Background: an optimization exercise with open tools, aiming at small area, a short achievable clock period and few clock cycles. Do not read the settings as production practice.
Only simulation tests tie the RTL to the original design; equivalence was not proved.
Power is estimated from default activity; no workload was simulated.

==> flow/design.v, too long to show whole: its modules and the start of the top module <==
// module PushBox_Engine: 1507 lines
module PushBox_Engine(
    input clk,
    input rst,
    input cmd_valid,
    input [1:0] cmd,         
    input [1:0] dir,         
    input [3:0] level_in,    
    output ready,
    output loaded,
    output [3:0] level,
    output [15:0] step,
    output [7:0] holes,
    output [8:0] person,
    output win,
    input [8:0] rd_addr,
    output [3:0] rd_data
    );
  // ...
==> flow/run.sh <==
#!/bin/bash
# synth_recipe.tcl (not shown) runs the flow's synth.tcl, then flattens the netlist and writes it again
# the make line also repeats each setting of config.mk as NAME=value (left out here)
make -C /OpenROAD-flow-scripts/flow DESIGN_CONFIG=/design/flow/config.mk WORK_HOME=/design/flow/orfs CLKGATE_MAP_FILE= SYNTH_SCRIPT=/design/flow/synth_recipe.tcl finish
==> flow/config.mk <==
export PLATFORM = sky130hd
export DESIGN_NAME = PushBox_Engine
export DESIGN_NICKNAME = PushBox_Engine
export VERILOG_FILES = /design/flow/design.v
export SDC_FILE = /design/flow/constraint.sdc
export NUM_CORES = 4
export LEC_CHECK = 0
export ABC_AREA = 1
export CAP_MARGIN = 20
export CORE_MARGIN = 2
export CORE_UTILIZATION = 20
export SETUP_SLACK_MARGIN = 2.5
export SLEW_MARGIN = 20
==> flow/constraint.sdc <==
create_clock -name core_clock -period 7.0 [get_ports {clk}]
set_input_delay 1.4000 -clock core_clock [delete_from_list [all_inputs] [get_ports {clk}]]
set_output_delay 1.4000 -clock core_clock [all_outputs]
set_load 0.01 [all_outputs]
==> insert_results.sql, run 1 <==
INSERT INTO impl_metrics (metric_group, metric, value, unit) VALUES
('status', 'outcome', 'complete, no violations', ''),
('hold_path', 'worstHoldStart', 'box[57]$_SDFFE_PN0P_', ''),
('floorplan', 'pin_count', '64', ''),
('critical_path', 'critical_path.max_fanout', '9', ''),
('timing', 'hold_violations', '0', ''),
('global_routing', 'grt_start_max_net_pins', '63', ''),
('hold_path', 'hold_path_depth', '2', ''),
('synthesis', 'yosysMostFrequentCell', 'nand2_1', ''),
('critical_path', 'cp.buffers_inverters', '5', ''),
('critical_path', 'slack_of_the_worst_reg_to_reg_path', '2370', 'ps'),
('critical_path', 'crit_path_cell_trace', 'buf_4 > buf_4 > buf_4 > nand4_4 > nand2_1 > nor2_1 > nand2_2 > buf_4 > nand4_1 > o2111ai_1 > nor2_1 > nand3_1 > nand2_1 > nand4_1 > nor2_1 > nor2_1 > buf_4', ''),
('floorplan', 'core_area', '0.09813', 'mm^2'),
('finish', 'largest_register_ff_count', '82', ''),
('finish', 'area.growth.synth_to_final', '27.02', '%'),
('finish', 'multi_input_comb_area', '0.01545', 'mm^2'),
('timing', 'finalHoldWorstSlack', '471.5', 'ps'),
('route', 'routedWlPerCell', '42.91', 'um'),
('clocking', 'post_cts.repair.setup_buffers', '34', ''),
('clocking', 'ctsHtreeMaxLevel', '4', ''),
('clocking', 'clockBufferDepth', '2', ''),
('global_routing', 'grt_antenna_before_repair', '21', ''),
('synthesis', 'post_synth_and_or_nand_nor_area_fraction', '56.10', '%'),
('critical_path', 'critPathTopFamily', 'simple AND/OR/NAND/NOR gates', ''),
('timing', 'setup_viol_count_final', '0', ''),
('timing', 'tns', '0', 'ps'),
('critical_path', 'critical-path-max-stage-delay', '530', 'ps'),
('critical_path', 'r2r_cells', '17', ''),
('synthesis', 'synthDominantAreaCellType', 'nand2_1', ''),
('power_and_ir_drop', 'p_leak', '0.01099', 'uW'),
('hold_path', 'whs_endpoint', 'box[57]$_SDFFE_PN0P_', ''),
('critical_path', 'cp_max_stage_cell', 'dfrtp_2', ''),
('finish', 'multi_input_gates', '3094', ''),
('route', 'wl_met1', '88.01', 'mm'),
('finish', 'num-nonclk-inverters', '466', ''),
('finish', 'mostFrequentLayoutCell', 'nand2_1', ''),
('power_and_ir_drop', 'top_power_group', 'combinational cells', ''),
('clocking', 'cts_tree', 'yes', ''),
('route', 'detail_route.iter0.violations', '5109', ''),
('finish', 'layout_top_registers', 'box (82), step_r (16), person_r (9)', ''),
('timing', 'max_slew_violation_total_from_the_final_report', '0', ''),
('route', 'post-route-drc-count', '0', '');
Testbench counts, summed over its fixed seeds: cycles 6,791.
==> inputs of run 2 (changes only) <==
--- a/flow/design.v
+++ b/flow/design.v
@@ -40,39 +40,40 @@
             bcd_inc[7:4] = c0 ? dinc(s[7:4]) : s[7:4];
             bcd_inc[11:8] = c1 ? dinc(s[11:8]) : s[11:8];
             bcd_inc[15:12] = c2 ? dinc(s[15:12]) : s[15:12];
         end
     endfunction
     reg ready_r, loaded_r;
     reg [3:0] level_r;
     reg [8:0] person_r;
-    reg [7:0] holes_r;
+    reg [2:0] holes_r;       
     reg [15:0] step_r;
     reg [3:0] rd_r;
     reg [81:0] box;        
     assign ready = ready_r;
     assign loaded = loaded_r;
     assign level = level_r;
     assign step = step_r;
-    assign holes = holes_r;
+    assign holes = {5'd0, holes_r};
     assign person = person_r;
-    assign win = (holes_r == 8'd0);
+    assign win = (holes_r == 3'd0);
     assign rd_data = rd_r;
     wire accept = cmd_valid & ready_r;
     wire do_load = accept & (cmd == 2'd1);
     wire do_init = do_load | (accept & (cmd == 2'd2) & loaded_r);
     wire do_move = accept & (cmd == 2'd0) & loaded_r;
     wire [3:0] lsel = (cmd == 2'd1) ? level_in : level_r;
-    wire [15:0] lv = 16'd1 << level_r;      
+    reg [15:0] lv_r;                        
+    wire [15:0] lv = lv_r;
     wire [15:0] ls = 16'd1 << lsel;         
-    wire [8:0] holes_dec9 = addk({1'b0, holes_r}, 9'h1ff);
-    wire [8:0] holes_inc9 = addk({1'b0, holes_r}, 9'h001);
-    wire [7:0] holes_dec = holes_dec9[7:0];
-    wire [7:0] holes_inc = holes_inc9[7:0];
+    wire [8:0] holes_dec9 = addk({6'd0, holes_r}, 9'h1ff);
+    wire [8:0] holes_inc9 = addk({6'd0, holes_r}, 9'h001);
+    wire [2:0] holes_dec = holes_dec9[2:0];
+    wire [2:0] holes_inc = holes_inc9[2:0];
     wire [15:0] step_inc = bcd_inc(step_r);
     wire [81:0] fl, gl, bi, fr;
     wire [81:0] pc;
     assign fl[0] = |(lv & 16'h0020);
     assign gl[0] = |(lv & 16'h0000);
     assign bi[0] = |(ls & 16'h0000);
     assign pc[0] = (person_r == 9'd67);
     assign fr[0] = fl[0] & ~box[0];
@@ -1304,63 +1305,64 @@
         | (pc[65] & box[66] & fr[67] & gl[66] & ~gl[67])
         | (pc[67] & box[68] & fr[69] & gl[68] & ~gl[69])
         | (pc[68] & box[69] & fr[70] & gl[69] & ~gl[70]);
     wire ok = dir[1] ? (dir[0] ? ok_3 : ok_2) : (dir[0] ? ok_1 : ok_0);
     wire pu = dir[1] ? (dir[0] ? pu_3 : pu_2) : (dir[0] ? pu_1 : pu_0);
     wire hd = dir[1] ? (dir[0] ? hd_3 : hd_2) : (dir[0] ? hd_1 : hd_0);
     wire hi = dir[1] ? (dir[0] ? hi_3 : hi_2) : (dir[0] ? hi_1 : hi_0);
     reg [8:0] pinit;
-    reg [7:0] hinit;
+    reg [2:0] hinit;
     always @* begin
         case (lsel)
-            4'd0: begin pinit = 9'd170; hinit = 8'd4; end
-            4'd1: begin pinit = 9'd86; hinit = 8'd3; end
-            4'd2: begin pinit = 9'd147; hinit = 8'd4; end
-            4'd3: begin pinit = 9'd128; hinit = 8'd4; end
-            4'd4: begin pinit = 9'd128; hinit = 8'd3; end
-            4'd5: begin pinit = 9'd214; hinit = 8'd4; end
-            4'd6: begin pinit = 9'd113; hinit = 8'd5; end
-            4'd7: begin pinit = 9'd153; hinit = 8'd5; end
-            4'd8: begin pinit = 9'd212; hinit = 8'd6; end
-            4'd9: begin pinit = 9'd147; hinit = 8'd5; end
-            4'd10: begin pinit = 9'd192; hinit = 8'd4; end
-            4'd11: begin pinit = 9'd111; hinit = 8'd3; end
-            4'd12: begin pinit = 9'd209; hinit = 8'd4; end
-            4'd13: begin pinit = 9'd147; hinit = 8'd5; end
-            4'd14: begin pinit = 9'd190; hinit = 8'd6; end
-            4'd15: begin pinit = 9'd211; hinit = 8'd6; end
+            4'd0: begin pinit = 9'd170; hinit = 3'd4; end
+            4'd1: begin pinit = 9'd86; hinit = 3'd3; end
+            4'd2: begin pinit = 9'd147; hinit = 3'd4; end
+            4'd3: begin pinit = 9'd128; hinit = 3'd4; end
+            4'd4: begin pinit = 9'd128; hinit = 3'd3; end
+            4'd5: begin pinit = 9'd214; hinit = 3'd4; end
+            4'd6: begin pinit = 9'd113; hinit = 3'd5; end
+            4'd7: begin pinit = 9'd153; hinit = 3'd5; end
+            4'd8: begin pinit = 9'd212; hinit = 3'd6; end
+            4'd9: begin pinit = 9'd147; hinit = 3'd5; end
+            4'd10: begin pinit = 9'd192; hinit = 3'd4; end
+            4'd11: begin pinit = 9'd111; hinit = 3'd3; end
+            4'd12: begin pinit = 9'd209; hinit = 3'd4; end
+            4'd13: begin pinit = 9'd147; hinit = 3'd5; end
+            4'd14: begin pinit = 9'd190; hinit = 3'd6; end
+            4'd15: begin pinit = 9'd211; hinit = 3'd6; end
         endcase
     end
     always @ (posedge clk or posedge rst) begin
         if (rst) begin
             ready_r <= 1'b0;
             loaded_r <= 1'b0;
             level_r <= 4'd0;
         end else begin
             ready_r <= 1'b1;
             if (do_load) begin
                 loaded_r <= 1'b1;
                 level_r <= level_in;
             end
         end
     end
+    wire mvpu = do_move & pu;
     always @ (posedge clk) begin
+        if (do_load) lv_r <= 16'd1 << level_in;
         if (do_init) begin
             person_r <= pinit;
-            holes_r <= hinit;
             step_r <= 16'h0000;
-            box <= bi;
         end else if (do_move & ok) begin
             person_r <= p1;
             step_r <= step_inc;
-            if (hd) holes_r <= holes_dec;
-            else if (hi) holes_r <= holes_inc;
-            if (pu) box <= (box & ~one) | two;
         end
+        if (do_init) holes_r <= hinit;
+        else if (do_move & hd) holes_r <= holes_dec;
+        else if (do_move & hi) holes_r <= holes_inc;
+        box <= do_init ? bi : (box & ~({82{mvpu}} & one)) | ({82{mvpu}} & two);
     end
     wire rd_me = (rd_addr == person_r);
     reg s1, s0, bx;
     reg [1:0] spc;
     always @* begin
         s1 = 1'b0;
         s0 = 1'b0;
         bx = 1'b0;
==> flow/config.mk (replaced) <==
export PLATFORM = sky130hd
export DESIGN_NAME = PushBox_Engine
export DESIGN_NICKNAME = PushBox_Engine
export VERILOG_FILES = /design/flow/design.v
export SDC_FILE = /design/flow/constraint.sdc
export NUM_CORES = 4
export LEC_CHECK = 0
export ABC_AREA = 1
export CAP_MARGIN = 20
export CORE_MARGIN = 2
export CORE_UTILIZATION = 28
export SETUP_SLACK_MARGIN = 3.3
export SLEW_MARGIN = 20
==> insert_results.sql, run 2 <==
INSERT INTO impl_metrics (metric_group, metric, value, unit) VALUES
('placement', 'post-place-cells', '5198', ''),
('global_routing', 'grt.overflow.total', '0', ''),
('finish', 'mostFrequentLayoutCell', 'nand2_1', ''),
('critical_path', 'endpoint_kind', 'flip-flop', ''),
('synthesis', 'synth-seq-cells', '136', ''),
('timing', 'timing.fmax', '254.1', 'MHz'),
('finish', 'area.growth.synth_to_final', '36.91', '%'),
('route', 'avgViaCountPerCell', '6.420', ''),
('finish', 'top_register', 'box', ''),
('route', 'drtPass1Iterations', '13', ''),
('status', 'outcome', 'complete, no violations', ''),
('critical_path', 'slack_of_the_worst_reg_to_reg_path', '3060', 'ps'),
('finish', 'layout_cells_sized_above_1', '21.10', '%'),
('hold_path', 'worstHoldStart', 'box[74]$_SDFF_PN0_', ''),
('clocking', 'clock_sink_total', '136', ''),
('job', 'maxCapViolCount', '0', ''),
('power_and_ir_drop', 'switching_power', '1573', 'uW'),
('clocking', 'cts.root.buffer_cell', 'clkbuf_16', ''),
('placement', 'finalWeightedCongestion', '1.299', ''),
('critical_path', 'critical_path.max_fanout', '9', ''),
('power_and_ir_drop', 'clkPwrFrac', '30.3', '%'),
('route', 'detail_route.iter0.violations', '7125', ''),
('clocking', 'clockBufferDepth', '2', ''),
('critical_path', 'crit_required', '7180', 'ps'),
('synthesis', 'yosysWarningCount', '1', ''),
('hold_path', 'holdCritPathClass', 'flip-flop to flip-flop', ''),
('synthesis', 'syn-instance-count', '4180', ''),
('global_routing', 'first_global_vias', '31000', ''),
('floorplan', 'initial_core_util', '28.25', '%'),
('synthesis', 'synthDominantAreaCellType', 'nand2_1', ''),
('timing', 'layout_worst_path_cycle_share', '56.23', '%'),
('timing', 'fin_crit', '3936', 'ps'),
('synthesis', 'postSynth.asyncResetShare', '4.412', '%'),
('power_and_ir_drop', 'power_frac_seq', '27.8', '%'),
('route', 'wirelength', '196.9', 'mm'),
('floorplan', 'core_area', '0.07283', 'mm^2'),
('critical_path', 'worst_r2r_endpoint', 'holes_r[1]$_DFFE_PP_', ''),
('clocking', 'cts_tree', 'yes', ''),
('timing', 'timing.final.ws_setup', '3064', 'ps'),
('finish', 'num-nets-final', '4530', ''),
('global_routing', 'grt_start_max_net_pins', '80', ''),
('timing', 'finClkSkew', '22.52', 'ps'),
('timing', 'setup_viol_count_final', '0', ''),
('synthesis', 'synth_commonest_cells', 'nand2_1, nor2_1, inv_1', ''),
('power_and_ir_drop', 'power_switching_share', '48.10', '%'),
('finish', 'layout_top_registers', 'box (82), lv_r (16), step_r (16)', ''),
('synthesis', 'synth.top_cells.by_area', 'nand2_1, nor2_1, dfxtp_1, nand3_1, inv_1', ''),
('floorplan', 'pin_count', '64', ''),
('critical_path', 'r2r_cells', '12', ''),
('critical_path', 'worst_setup_path_start_kind', 'flip-flop', ''),
('global_routing', 'grt_pass1_wl', '260.0', 'mm'),
('global_routing', 'grt.total_usage', '50.48', '%'),
('global_routing', 'grt_antenna_before_repair', '19', ''),
('finish', 'largest_register_ff_count', '82', ''),
('power_and_ir_drop', 'power.density_cell_area', '116.1', 'mW/mm^2'),
('synthesis', 'syn-mean-instance-area', '4.923', 'um^2'),
('finish', 'fillerInstances', '8193', ''),
('clocking', 'cts_buffers', '17', ''),
('finish', 'post_layout_nonfiller_instances', '5478', ''),
('synthesis', 'synth-edff-count', '28', ''),
('route', 'post-route-drc-count', '0', ''),
('clocking', 'post_cts_hold_buffer_count', '0', ''),
('route', 'vias', '35170', ''),
('synthesis', 'synth.cell_area', '0.02058', 'mm^2'),
('timing', 'max_slew_violation_total_from_the_final_report', '0', ''),
('power_and_ir_drop', 'power.share.combinational', '41.9', '%'),
('route', 'routedWlPerCell', '35.95', 'um'),
('synthesis', 'post_synthesis_sequential_area_ratio', '14.74', '%'),
('critical_path', 'critical_path_class', 'flip-flop to flip-flop', ''),
('floorplan', 'placement_rows', '99', ''),
('power_and_ir_drop', 'ir_drop', '0.2339', 'mV'),
('timing', 'relSlewSlack', '19.65', '%'),
('placement', 'place_worst_setup_slack', '1605', 'ps'),
('timing', 'hold_violations', '0', ''),
('floorplan', 'dieWidth', '275.1', 'um'),
('synthesis', 'yosys.cell_types.count', '57', ''),
('floorplan', 'die_area', '0.07568', 'mm^2'),
('hold_path', 'hold_path_depth', '2', ''),
('power_and_ir_drop', 'p_leak', '0.01273', 'uW'),
('power_and_ir_drop', 'cell_internal_pwr', '1697', 'uW'),
('floorplan', 'die_height', '275.1', 'um'),
('synthesis', 'yosysMostFrequentCell', 'nand2_1', ''),
('timing', 'worst_pin_slew', '1204', 'ps'),
('clocking', 'cts.reportedPaths.clkPinSlew', '70', 'ps'),
('clocking', 'ctsHtreeMaxLevel', '4', ''),
('placement', 'place_hpwl', '152.6', 'mm'),
('critical_path', 'crit_arrival', '4120', 'ps'),
('synthesis', 'yosys_top_cell_area_share', '26.34', '%'),
('timing', 'rsz_0062_raised_after_global_routing', 'true', ''),
('route', 'drt.antenna.violating_nets', '0', ''),
('synthesis', 'ys.flop_type', 'dfxtp_1', ''),
('critical_path', 'timing.rr.start', 'person_r[5]$_DFFE_PP_', ''),
('clocking', 'clk-insertion-delay-late', '490', 'ps'),
('finish', 'most-common-layout-cells', 'nand2_1, nor2_1, inv_1, nand3_1, buf_4', ''),
('hold_path', 'whs_endpoint', 'box[74]$_SDFF_PN0_', ''),
('timing', 'tns', '0', 'ps'),
('placement', 'io_buffers', '58', '');
run 2: cell count changes after synthesis, moves of 33 or more:
cell,before,now
inv_1,404,437
inv_2,43,9
nand2_1,934,1444
nand3_1,468,388
nand4_1,155,74
nor2_1,816,970
run 2: routing by layer:
metal	global-route usage [%]	vias up	wire length, um
met2	66.35	3817	72110
met3	28.99	1254	33820
li1	-	14010	-
met4	42.08	16	22360
met5	4.825	-	582
met1	57.79	16070	68050
run 2: kinds of logic after synthesis:
kind of cell	share of synthesized area (%)
AOI/OAI and AO/OA	11.12
xor gates and xnor gates	0.9789
adders and majority gates	1.520
buffers and inverters	10.80
DFF	14.74
other	0.03649
and+or+nand+nor	60.80
run 2: final cells by class:
cell class / instances / area, um^2 / share of cell area, %
timing repair buffer: 386 / 3528 / 12.52
clock inverter: 14 / 163.9 / 0.5818
antenna: 21 / 52.55 / 0.1865
inverter: 452 / 1831 / 6.497
multi-input combinational: 3492 / 17920 / 63.59
tap: 959 / 1200 / 4.259
clock buffer: 18 / 450.4 / 1.599
sequential: 136 / 3033 / 10.76
run 2: what timing repair did:
| item | 4_1_cts | 5_1_grt |
|---|---|---|
| cloned | 2 | 0 |
| pin swaps | 43 | 64 |
| setup endpoints to repair | 126 | 123 |
| hold endpoints to repair | 0 | 0 |
| resized for setup | 499 | 328 |
| buffers inserted | 125 | 100 |
run 2: critical path: stages, from the launching register on:
cell	delay [ps]
edfxtp_1	590
buf_12	180
nand2_1	50
inv_1	150
nand2_4	200
nor3_2	570
nand4_1	390
nand3_1	350
nor4_1	90
and2_1	180
nor2_2	370
nand3_2	270
nand2_1	210
run 2: how the worst max path moves through the flow:
| stage | start | endpoint | slack [ps] |
|---|---|---|---|
| 2_1_floorplan | dir[0] | box[47]$_DFF_P_ | 3290 |
| 3_3_place_gp | dir[1] | box[37]$_DFF_P_ | 1590 |
| 3_5_place_dp | dir[1] | box[75]$_SDFF_PN0_ | 1610 |
| 4_1_cts | lv_r[5]$_SDFFCE_PP0P_ | box[7]$_SDFF_PN0_ | 3280 |
| 5_1_grt | lv_r[8]$_SDFFCE_PN0P_ | box[3]$_SDFF_PN0_ | 3170 |
| 6_report | person_r[5]$_DFFE_PP_ | holes_r[1]$_DFFE_PP_ | 3060 |
run 2: stage by stage:
stage | utilization [%] | area, um^2 | total power (uW) | hold slack (ps)
finish | 38.68 | 28170 | 3270 | 467.0
global route | 38.62 | 28130 | 3292 | 489.8
CTS | 35.90 | 26150 | 3048 | 467.6
detailed placement | 31.16 | 22700 | 1962 | 456.7
global placement | 31.15 | 22690 | 1969 | 451.4
floorplan | - | 20660 | 1399 | 443.4
run 2: power groups by stage:
| stage | Sequential [uW] | Combinational [uW] | Clock, uW |
|---|---|---|---|
| 2_1_floorplan | 912 | 487 | 0 |
| 3_3_place_gp | 928 | 1040 | 0 |
| 3_5_place_dp | 927 | 1030 | 0 |
| 4_1_cts | 903 | 1150 | 993 |
| 5_1_grt | 909 | 1370 | 1020 |
| 6_report | 910 | 1370 | 990 |
Testbench counts of run 2, summed over its fixed seeds: cycles 6,791.

-- static timing again, ports no longer ideal --
Ports are ideal in the flow. The routed layouts listed here were re-timed in OpenROAD.
Step 1 assumes that a clkbuf_16 drives the clock port and a buf_2 every other input.
Step 2, shift: input delay + t, output delay - t, t = (earliest + latest rising clock arrival at the registers) / 2. This alone moves slack from input paths to output paths.
Three values: ideal ports, drivers, drivers and shift; two values: the first two.
run | t, ns | slack for setup (ns) | worst hold slack (ns) | latest minus earliest clock arrival (ns) | cell pins on the clock port's net
run 1 | 0.514 | 2.370 / 2.370 / 2.019 | 0.471 / 0.471 / 0.471 | 0.033 / 0.032 | 1
run 2 | 0.535 | 3.064 / 3.064 / 2.755 | 0.467 / 0.467 / 0.467 | 0.023 / 0.022 | 1
After both steps every run listed still meets setup and hold. The setup slack of run 1, which loses most, moves by 0.000 ns with the drivers and by -0.351 ns with both steps.
